This design comes from an exercise in tuning for small area, a short achievable clock period and few clock cycles per item on the open sky130 flow, not from production work. The RTL was checked by simulation tests, not by an equivalence proof against the original design. No activity file was given, so power comes from the tool's default toggle rates.

==> flow/design.v <==
module fpadd (
    clk, reset, start,
    a, b,
    sum,
    done
);
    input clk, reset, start;
    input [31:0] a, b;
    output [31:0] sum;
    output done;
    reg        done;
    wire [24:0] R_d;
    wire [7:0]  eL_d;
    wire        sL_d, near_d;
    reg  [24:0] R_q;
    reg  [7:0]  eL_q;
    reg         sL_q, near_q;
    fpadd_front u_front (.a(a), .b(b), .R(R_d), .eL(eL_d), .sL(sL_d), .near(near_d));
    fpadd_back  u_back  (.R(R_q), .eL(eL_q), .sL(sL_q), .near(near_q), .y(sum));
    always @(posedge clk) begin
        if (reset)
            done <= 1'b0;
        else if (start)
            done <= 1'b1;
        if (start) begin
            R_q    <= R_d;
            eL_q   <= eL_d;
            sL_q   <= sL_d;
            near_q <= near_d;
        end
    end
endmodule
module pfx_add #(parameter W = 24) (
    input  [W-1:0] x,
    input  [W-1:0] y,
    input          cin,
    output [W-1:0] s,
    output         cout
);
    localparam L = (W >= 32) ? 6 : (W >= 16) ? 5 : (W >= 8) ? 4 : (W >= 4) ? 3 : (W >= 2) ? 2 : 1;
    wire [W:0] g [0:L];
    wire [W:0] p [0:L];
    assign g[0] = {x & y, cin};
    assign p[0] = {x ^ y, 1'b0};
    genvar l, i;
    generate
        for (l = 0; l < L; l = l + 1) begin : lev
            for (i = 0; i <= W; i = i + 1) begin : bt
                if ((i >> l) & 1) begin : comb
                    localparam integer J = ((i >> l) << l) - 1;
                    assign g[l+1][i] = g[l][i] | (p[l][i] & g[l][J]);
                    assign p[l+1][i] = p[l][i] & p[l][J];
                end else begin : pass
                    assign g[l+1][i] = g[l][i];
                    assign p[l+1][i] = p[l][i];
                end
            end
        end
    endgenerate
    assign s    = p[0][W:1] ^ g[L][W-1:0];
    assign cout = g[L][W];
endmodule
module lzc32 (
    input  [31:0] x,
    output [4:0]  cnt,
    output        nz
);
    wire [15:0] v1;
    wire [15:0] c1;
    genvar i;
    generate
        for (i = 0; i < 16; i = i + 1) begin : l1
            assign v1[i] = x[2*i+1] | x[2*i];
            assign c1[i] = ~x[2*i+1];
        end
    endgenerate
    wire [7:0]  v2;
    wire [15:0] c2;
    generate
        for (i = 0; i < 8; i = i + 1) begin : l2
            assign v2[i] = v1[2*i+1] | v1[2*i];
            assign c2[2*i+1:2*i] = v1[2*i+1] ? {1'b0, c1[2*i+1]} : {1'b1, c1[2*i]};
        end
    endgenerate
    wire [3:0]  v3;
    wire [11:0] c3;
    generate
        for (i = 0; i < 4; i = i + 1) begin : l3
            assign v3[i] = v2[2*i+1] | v2[2*i];
            assign c3[3*i+2:3*i] = v2[2*i+1] ? {1'b0, c2[4*i+3:4*i+2]} : {1'b1, c2[4*i+1:4*i]};
        end
    endgenerate
    wire [1:0]  v4;
    wire [7:0]  c4;
    generate
        for (i = 0; i < 2; i = i + 1) begin : l4
            assign v4[i] = v3[2*i+1] | v3[2*i];
            assign c4[4*i+3:4*i] = v3[2*i+1] ? {1'b0, c3[6*i+5:6*i+3]} : {1'b1, c3[6*i+2:6*i]};
        end
    endgenerate
    assign nz  = v4[1] | v4[0];
    assign cnt = v4[1] ? {1'b0, c4[7:4]} : {1'b1, c4[3:0]};
endmodule
module fpadd_front (
    input  [31:0] a,
    input  [31:0] b,
    output [24:0] R,
    output [7:0]  eL,
    output        sL,
    output        near
);
    wire [7:0]  ea = a[30:23];
    wire [7:0]  eb = b[30:23];
    wire        sa = a[31];
    wire        sb = b[31];
    wire        a_inf  = &ea;
    wire        b_inf  = &eb;
    wire        a_zero = ~|a[30:0];
    wire        b_zero = ~|b[30:0];
    wire        pick_a = a_inf | (~b_inf & b_zero);
    wire        pick_b = ~a_inf & (b_inf | (~b_zero & a_zero));
    wire        pick   = pick_a | pick_b;
    wire [7:0]  dab, dba;
    wire        a_ge, b_ge;
    pfx_add #(8) u_dab (.x(ea), .y(~eb), .cin(1'b1), .s(dab), .cout(a_ge));
    pfx_add #(8) u_dba (.x(eb), .y(~ea), .cin(1'b1), .s(dba), .cout(b_ge));
    wire        e_eq = (ea == eb);
    wire [30:0] c_unused;
    wire        mag_ge;
    pfx_add #(31) u_cmp (.x(a[30:0]), .y(~b[30:0]), .cin(1'b1), .s(c_unused), .cout(mag_ge));
    wire        swap = pick ? pick_b : ~mag_ge;    
    wire [7:0]  d    = mag_ge ? dab : dba;
    wire        sub  = (sa ^ sb) & ~pick;
    wire        d01  = e_eq | (dab == 8'd1) | (dba == 8'd1);
    assign      near = sub & d01;
    wire [23:0] Ml = swap ? {1'b1, b[22:0]} : {1'b1, a[22:0]};
    wire [23:0] Ms = swap ? {1'b1, a[22:0]} : {1'b1, b[22:0]};
    assign      sL = swap ? sb : sa;
    wire        sS = swap ? sa : sb;
    assign      eL = swap ? eb : ea;
    wire        big = |d[7:5];                     
    wire        kill = big | pick;
    wire [23:0] r4  = d[4] ? {16'd0, Ms[23:16]} : Ms;
    wire        k4  = d[4] & (|Ms[15:0]);
    wire [23:0] r3  = d[3] ? {8'd0, r4[23:8]} : r4;
    wire        k3  = d[3] & (|r4[7:0]);
    wire [23:0] r2  = d[2] ? {4'd0, r3[23:4]} : r3;
    wire        k2  = d[2] & (|r3[3:0]);
    wire [23:0] r1  = d[1] ? {2'd0, r2[23:2]} : r2;
    wire        k1  = d[1] & (|r2[1:0]);
    wire [23:0] Fs  = d[0] ? {1'd0, r1[23:1]} : r1;
    wire        k0  = d[0] & r1[0];
    wire        st_f = big | k4 | k3 | k2 | k1 | k0;
    wire        n_d1 = ea[0] ^ eb[0];              
    wire [23:0] nF  = n_d1 ? {1'b0, Ms[23:1]} : Ms;
    wire        st_n = n_d1 & Ms[0];
    wire [23:0] F   = near ? nF : (kill ? 24'd0 : Fs);
    wire        c   = sS & ~pick & (near ? st_n : st_f);
    wire [24:0] Fx  = sub ? ~{1'b0, F} : {1'b0, F};
    wire        R_co;
    pfx_add #(25) u_add (.x({1'b0, Ml}), .y(Fx), .cin(sub ^ c), .s(R), .cout(R_co));
endmodule
module fpadd_back (
    input  [24:0] R,
    input  [7:0]  eL,
    input         sL,
    input         near,
    output [31:0] y
);
    wire [7:0]  eL_p = eL + 8'd1;
    wire [7:0]  eL_m = eL - 8'd1;
    wire [7:0]  fe  = R[24] ? eL_p : R[23] ? eL : eL_m;
    wire [22:0] fm  = R[24] ? R[23:1] : R[23] ? R[22:0] : {R[21:0], 1'b0};
    wire [4:0]  lz;
    wire        n_nz;
    lzc32 u_lzc (.x({R[23:0], 8'd0}), .cnt(lz), .nz(n_nz));
    wire [23:0] s1  = lz[4] ? {R[7:0], 16'd0} : R[23:0];
    wire [23:0] s2  = lz[3] ? {s1[15:0], 8'd0} : s1;
    wire [23:0] s3  = lz[2] ? {s2[19:0], 4'd0} : s2;
    wire [23:0] s4  = lz[1] ? {s3[21:0], 2'd0} : s3;
    wire [22:0] nm  = lz[0] ? {s4[21:0], 1'b0} : s4[22:0];
    wire [7:0]  ne  = n_nz ? eL - {3'd0, lz} : 8'd0;
    assign y = near ? {sL & n_nz, ne, nm} : {sL, fe, fm};
endmodule
Settings: LEC_CHECK=0, ABC_AREA=1, CAP_MARGIN=20, CORE_MARGIN=2, CORE_UTILIZATION=65, PLACE_DENSITY=0.8, SLEW_MARGIN=20; clock period 8.0 ns.
standard.sh (not shown) runs the stock make flow with config.mk's settings and CLKGATE_MAP_FILE= SYNTH_SCRIPT=/design/flow/synth_recipe.tcl, a recipe that flattens the netlist after the stock synthesis.
==> flow/flow/run.sh <==
#!/bin/bash
# The standard layout, with two changes:
# - Yosys's full/half-adder extraction is turned off (ADDER_MAP_FILE empty) so
#   that ABC maps the adders and comparators as plain gates. Synthesis is
#   otherwise the standard one, so the registers keep the standard
#   synthesis's names and cell types.
# - every input and output port still gets a buffer, but a plain buf_2 rather
#   than the default pick (a slow delay buffer).
set -euo pipefail
bash standard.sh ADDER_MAP_FILE= "BUFFER_PORTS_ARGS=-buffer_cell sky130_fd_sc_hd__buf_2" finish > make_finish.log 2>&1
Testbench counts at the start, summed over its fixed seeds: cycles 2,408, items 2,400.
Change:
--- a/flow/design.v
+++ b/flow/design.v
@@ -9,25 +9,16 @@
     output [31:0] sum;
     output done;
     reg        done;
-    wire [24:0] R_d;
-    wire [7:0]  eL_d;
-    wire        sL_d, near_d;
-    reg  [24:0] R_q;
-    reg  [7:0]  eL_q;
-    reg         sL_q, near_q;
-    fpadd_front u_front (.a(a), .b(b), .R(R_d), .eL(eL_d), .sL(sL_d), .near(near_d));
-    fpadd_back  u_back  (.R(R_q), .eL(eL_q), .sL(sL_q), .near(near_q), .y(sum));
+    reg [31:0] sum;
+    wire [31:0] res;
+    fpadd_comb u_comb (.a(a), .b(b), .y(res));
     always @(posedge clk) begin
         if (reset)
             done <= 1'b0;
         else if (start)
             done <= 1'b1;
-        if (start) begin
-            R_q    <= R_d;
-            eL_q   <= eL_d;
-            sL_q   <= sL_d;
-            near_q <= near_d;
-        end
+        if (start)
+            sum <= res;
     end
 endmodule
 module pfx_add #(parameter W = 24) (
@@ -101,13 +92,10 @@
     assign nz  = v4[1] | v4[0];
     assign cnt = v4[1] ? {1'b0, c4[7:4]} : {1'b1, c4[3:0]};
 endmodule
-module fpadd_front (
+module fpadd_comb (
     input  [31:0] a,
     input  [31:0] b,
-    output [24:0] R,
-    output [7:0]  eL,
-    output        sL,
-    output        near
+    output [31:0] y
 );
     wire [7:0]  ea = a[30:23];
     wire [7:0]  eb = b[30:23];
@@ -129,44 +117,29 @@
     wire        mag_ge;
     pfx_add #(31) u_cmp (.x(a[30:0]), .y(~b[30:0]), .cin(1'b1), .s(c_unused), .cout(mag_ge));
     wire        swap = pick ? pick_b : ~mag_ge;    
-    wire [7:0]  d    = mag_ge ? dab : dba;
+    wire [7:0]  d    = a_ge ? dab : dba;
     wire        sub  = (sa ^ sb) & ~pick;
     wire        d01  = e_eq | (dab == 8'd1) | (dba == 8'd1);
-    assign      near = sub & d01;
+    wire        near = sub & d01;
     wire [23:0] Ml = swap ? {1'b1, b[22:0]} : {1'b1, a[22:0]};
     wire [23:0] Ms = swap ? {1'b1, a[22:0]} : {1'b1, b[22:0]};
-    assign      sL = swap ? sb : sa;
+    wire        sL = swap ? sb : sa;
     wire        sS = swap ? sa : sb;
-    assign      eL = swap ? eb : ea;
-    wire        big = |d[7:5];                     
+    wire [7:0]  eL = swap ? eb : ea;
+    wire        big = (|d[7:5]) | (d[4] & d[3]);    
     wire        kill = big | pick;
-    wire [23:0] r4  = d[4] ? {16'd0, Ms[23:16]} : Ms;
-    wire        k4  = d[4] & (|Ms[15:0]);
-    wire [23:0] r3  = d[3] ? {8'd0, r4[23:8]} : r4;
-    wire        k3  = d[3] & (|r4[7:0]);
-    wire [23:0] r2  = d[2] ? {4'd0, r3[23:4]} : r3;
-    wire        k2  = d[2] & (|r3[3:0]);
-    wire [23:0] r1  = d[1] ? {2'd0, r2[23:2]} : r2;
-    wire        k1  = d[1] & (|r2[1:0]);
-    wire [23:0] Fs  = d[0] ? {1'd0, r1[23:1]} : r1;
-    wire        k0  = d[0] & r1[0];
-    wire        st_f = big | k4 | k3 | k2 | k1 | k0;
+    wire [23:0] Fs  = Ms >> d[4:0];
+    wire [23:0] lost_mask = ~(24'hffffff << d[4:0]);
+    wire        st_f = big | (|(Ms & lost_mask));
     wire        n_d1 = ea[0] ^ eb[0];              
     wire [23:0] nF  = n_d1 ? {1'b0, Ms[23:1]} : Ms;
     wire        st_n = n_d1 & Ms[0];
     wire [23:0] F   = near ? nF : (kill ? 24'd0 : Fs);
     wire        c   = sS & ~pick & (near ? st_n : st_f);
     wire [24:0] Fx  = sub ? ~{1'b0, F} : {1'b0, F};
+    wire [24:0] R;
     wire        R_co;
     pfx_add #(25) u_add (.x({1'b0, Ml}), .y(Fx), .cin(sub ^ c), .s(R), .cout(R_co));
-endmodule
-module fpadd_back (
-    input  [24:0] R,
-    input  [7:0]  eL,
-    input         sL,
-    input         near,
-    output [31:0] y
-);
     wire [7:0]  eL_p = eL + 8'd1;
     wire [7:0]  eL_m = eL - 8'd1;
     wire [7:0]  fe  = R[24] ? eL_p : R[23] ? eL : eL_m;
Setup slack is worse by 0.63 ns; register-to-register slack barely changes; area after synthesis went up by 14%; power went up by 12%; cell area went up by 13%; sequential share of layout area went down by 2.2 points; global-route usage went up by 1.6 points.
Testbench counts after the change, summed over its fixed seeds: cycles 2,408, items 2,400.

-- static timing again, ports no longer ideal --
No port has a modelled driver above. Below, the same layouts with a new extraction and two added sets of constraints. Step 1: set_driving_cell puts a clkbuf_16 on clk and a buf_2 on each other input, an assumption about the parent block. Step 2, shift: input delay + t, output delay - t, t = (earliest + latest rising clock arrival at the registers) / 2. This alone moves slack from input paths to output paths. Three values: no drivers, after step 1, after step 2; two values: the first two.
run	shift t [ns]	setup WS [ns]	latest minus earliest clock arrival (ns)	worst data-port slew with drivers (ns)	cell pins on the clock port's net
the first run	0.320	1.219 / 1.184 / 1.000	0.004 / 0.005	0.04	1
the second run	0.310	0.588 / 0.598 / 0.288	0.005 / 0.005	0.04	1
After both steps setup and hold are still met in every run listed. For the second run, which loses most, drivers alone change the setup slack by +0.010 ns; drivers and shift together by -0.300 ns.
